Background: an optimization exercise with open tools, aiming at small area. Do not read the settings as production practice. The RTL was checked by simulation tests, not by an equivalence proof against the original design.

== build 40 ==
// TopModule
module TopModule(scanline_horizontal,scanline_vertical,player_input,clk,rst,player_win,cpu_win,st,board1,board2,board3,board4,board5,board6,board7,board8,board9,cpu_en,cpu_select,turns,is_full,mode,mo1,mo0);
Settings: LEC_CHECK=0, CAP_MARGIN=20, CORE_MARGIN=2, CORE_UTILIZATION=40, GPL_TIMING_DRIVEN=0, SLEW_MARGIN=20; clock period 10.0 ns.
standard.sh (not shown) runs the stock make flow with config.mk's settings and CLKGATE_MAP_FILE= SYNTH_SCRIPT=/design/flow/synth_recipe.tcl, a recipe that flattens the netlist after the stock synthesis.
==> flow/flow/run.sh <==
#!/bin/bash
# Own layout flow: the standard flow (standard.sh) with three changes:
#  - synthesis is the standard flow's synthesis script with only the ABC mapping script replaced (flow/own.abc,
#    area-oriented mapping); the Yosys front end, register mapping, flattening and renaming are unchanged,
#  - ports are buffered with sky130_fd_sc_hd__buf_1 instead of the default buffer cell,
#  - clock tree synthesis without dummy loads.
set -euo pipefail
W=$(pwd)
F=$W/flow
# synthesis: ORFS synth.tcl with the abc call pointed at flow/own.abc
sed 's|log_cmd abc {\*}\$abc_args|log_cmd abc -script '"$F"'/own.abc {*}[lrange $abc_args 2 end]|' \
  "$FLOW_HOME/scripts/synth.tcl" > "$W/own_synth_body.tcl"
grep -q "own.abc" "$W/own_synth_body.tcl"
sed 's|source \$::env(SCRIPTS_DIR)/synth.tcl|source '"$W"'/own_synth_body.tcl|' "$W/synth_recipe.tcl" > "$W/own_synth.tcl"
grep -q "own_synth_body" "$W/own_synth.tcl"
sed 's|SYNTH_SCRIPT=[^ ]*|SYNTH_SCRIPT='"$W"'/own_synth.tcl|' "$W/standard.sh" > "$W/own_standard.sh"
grep -q "own_synth.tcl" "$W/own_standard.sh"
export BUFFER_PORTS_ARGS="-buffer_cell sky130_fd_sc_hd__buf_1"
if [[ -f $F/cts_args ]]; then export CTS_ARGS="$(cat $F/cts_args)"; fi
bash "$W/own_standard.sh" finish > "$W/flow.log" 2>&1
==> flow/flow/cts_args <==
-sink_clustering_enable -repair_clock_nets -dont_use_dummy_load
==> flow/flow/own.abc <==
strash
&get -n
&deepsyn -I 4 -J 50
&dch -f
&nf -R 1000 -p -F 8 -A 4 -a
&put
topo
diff inputs: build 40 => trial 41
==> flow/flow/run.sh <==
#!/bin/bash
# Own layout flow: the standard flow (standard.sh) with these changes:
#  - synthesis is the standard flow's synthesis script (synth_recipe.tcl and ORFS synth.tcl) with the ABC script
#    replaced by flow/own.abc (deeper, area-oriented) and without ORFS's full-adder extraction, so
#    ABC maps all combinational logic; the Yosys front end, register mapping, flattening and
#    renaming are unchanged,
#  - ports are buffered with sky130_fd_sc_hd__buf_1,
#  - clock tree synthesis without dummy loads (flow/cts_args).
set -euo pipefail
W=$(pwd)
F=$W/flow
awk -v abc="$F/own.abc" '
  /^# Technology mapping of adders/ { skip = 1; found++ }
  /^# Technology mapping of latches/ { skip = 0 }
  skip { next }
  /log_cmd abc \{\*\}\$abc_args/ { sub(/log_cmd abc \{\*\}\$abc_args/, "log_cmd abc -script " abc " {*}[lrange $abc_args 2 end]"); found++ }
  { print }
  END { if (found != 2) exit 1 }
' "$FLOW_HOME/scripts/synth.tcl" > "$W/own_synth_body.tcl"
sed 's|source \$::env(SCRIPTS_DIR)/synth.tcl|source '"$W"'/own_synth_body.tcl|' "$W/synth_recipe.tcl" > "$W/own_synth.tcl"
grep -q "own_synth_body" "$W/own_synth.tcl"
sed 's|SYNTH_SCRIPT=[^ ]*|SYNTH_SCRIPT='"$W"'/own_synth.tcl|' "$W/standard.sh" > "$W/own_standard.sh"
grep -q "own_synth.tcl" "$W/own_standard.sh"
export BUFFER_PORTS_ARGS="-buffer_cell sky130_fd_sc_hd__buf_1"
export REMOVE_ABC_BUFFERS=1
export CTS_ARGS="$(cat "$F/cts_args")"
bash "$W/own_standard.sh" finish > "$W/flow.log" 2>&1
## What came out
Measured against each other, build 40 and trial 41 differ in non-clock buffer count, the higher figure coming from build 40.
Diff build 40..trial 41 | count of hold buffers inserted by post-cts repair | unchanged
Trial 41 vs build 40, global-route usage went down by 1.7 points.
Compared with build 40, trial 41 improves final design instance area without fill.
The wire length of trial 41 was superior to that of build 40.
Ratio of final minimum period to clock period was higher in the run labelled build 40.
Distinct cell type count of the synthesized netlist of trial 41 falls short of that of build 40 by more than 10%.
Path length in cells of the critical path: trial 41 < build 40

what the ideal ports hide:
How much do the figures lean on ideal ports? The routed layouts below were timed once more, with nothing changed but the port constraints. Step 1 sets driving cells, clkbuf_16 on the clock port and buf_2 on the other inputs (assumed; they add their load-dependent delay and slew). Step 2, shift: input delay + t, output delay - t, t = (earliest + latest rising clock arrival at the registers) / 2. This alone moves slack from input paths to output paths. a / b / c = no drivers / after step 1 / after step 2; a / b = the first two.
run | shift t [ns] | slack for setup (ns) | latest minus earliest clock arrival (ns) | slew at the worst register clock pin (ns)
build 40 | 0.331 | 3.810 / 3.778 / 4.109 | 0.020 / 0.020 | 0.10 / 0.10
trial 41 | 0.325 | 5.428 / 5.398 / 5.430 | 0.024 / 0.024 | 0.10 / 0.10
After both steps every run listed still meets setup and hold.
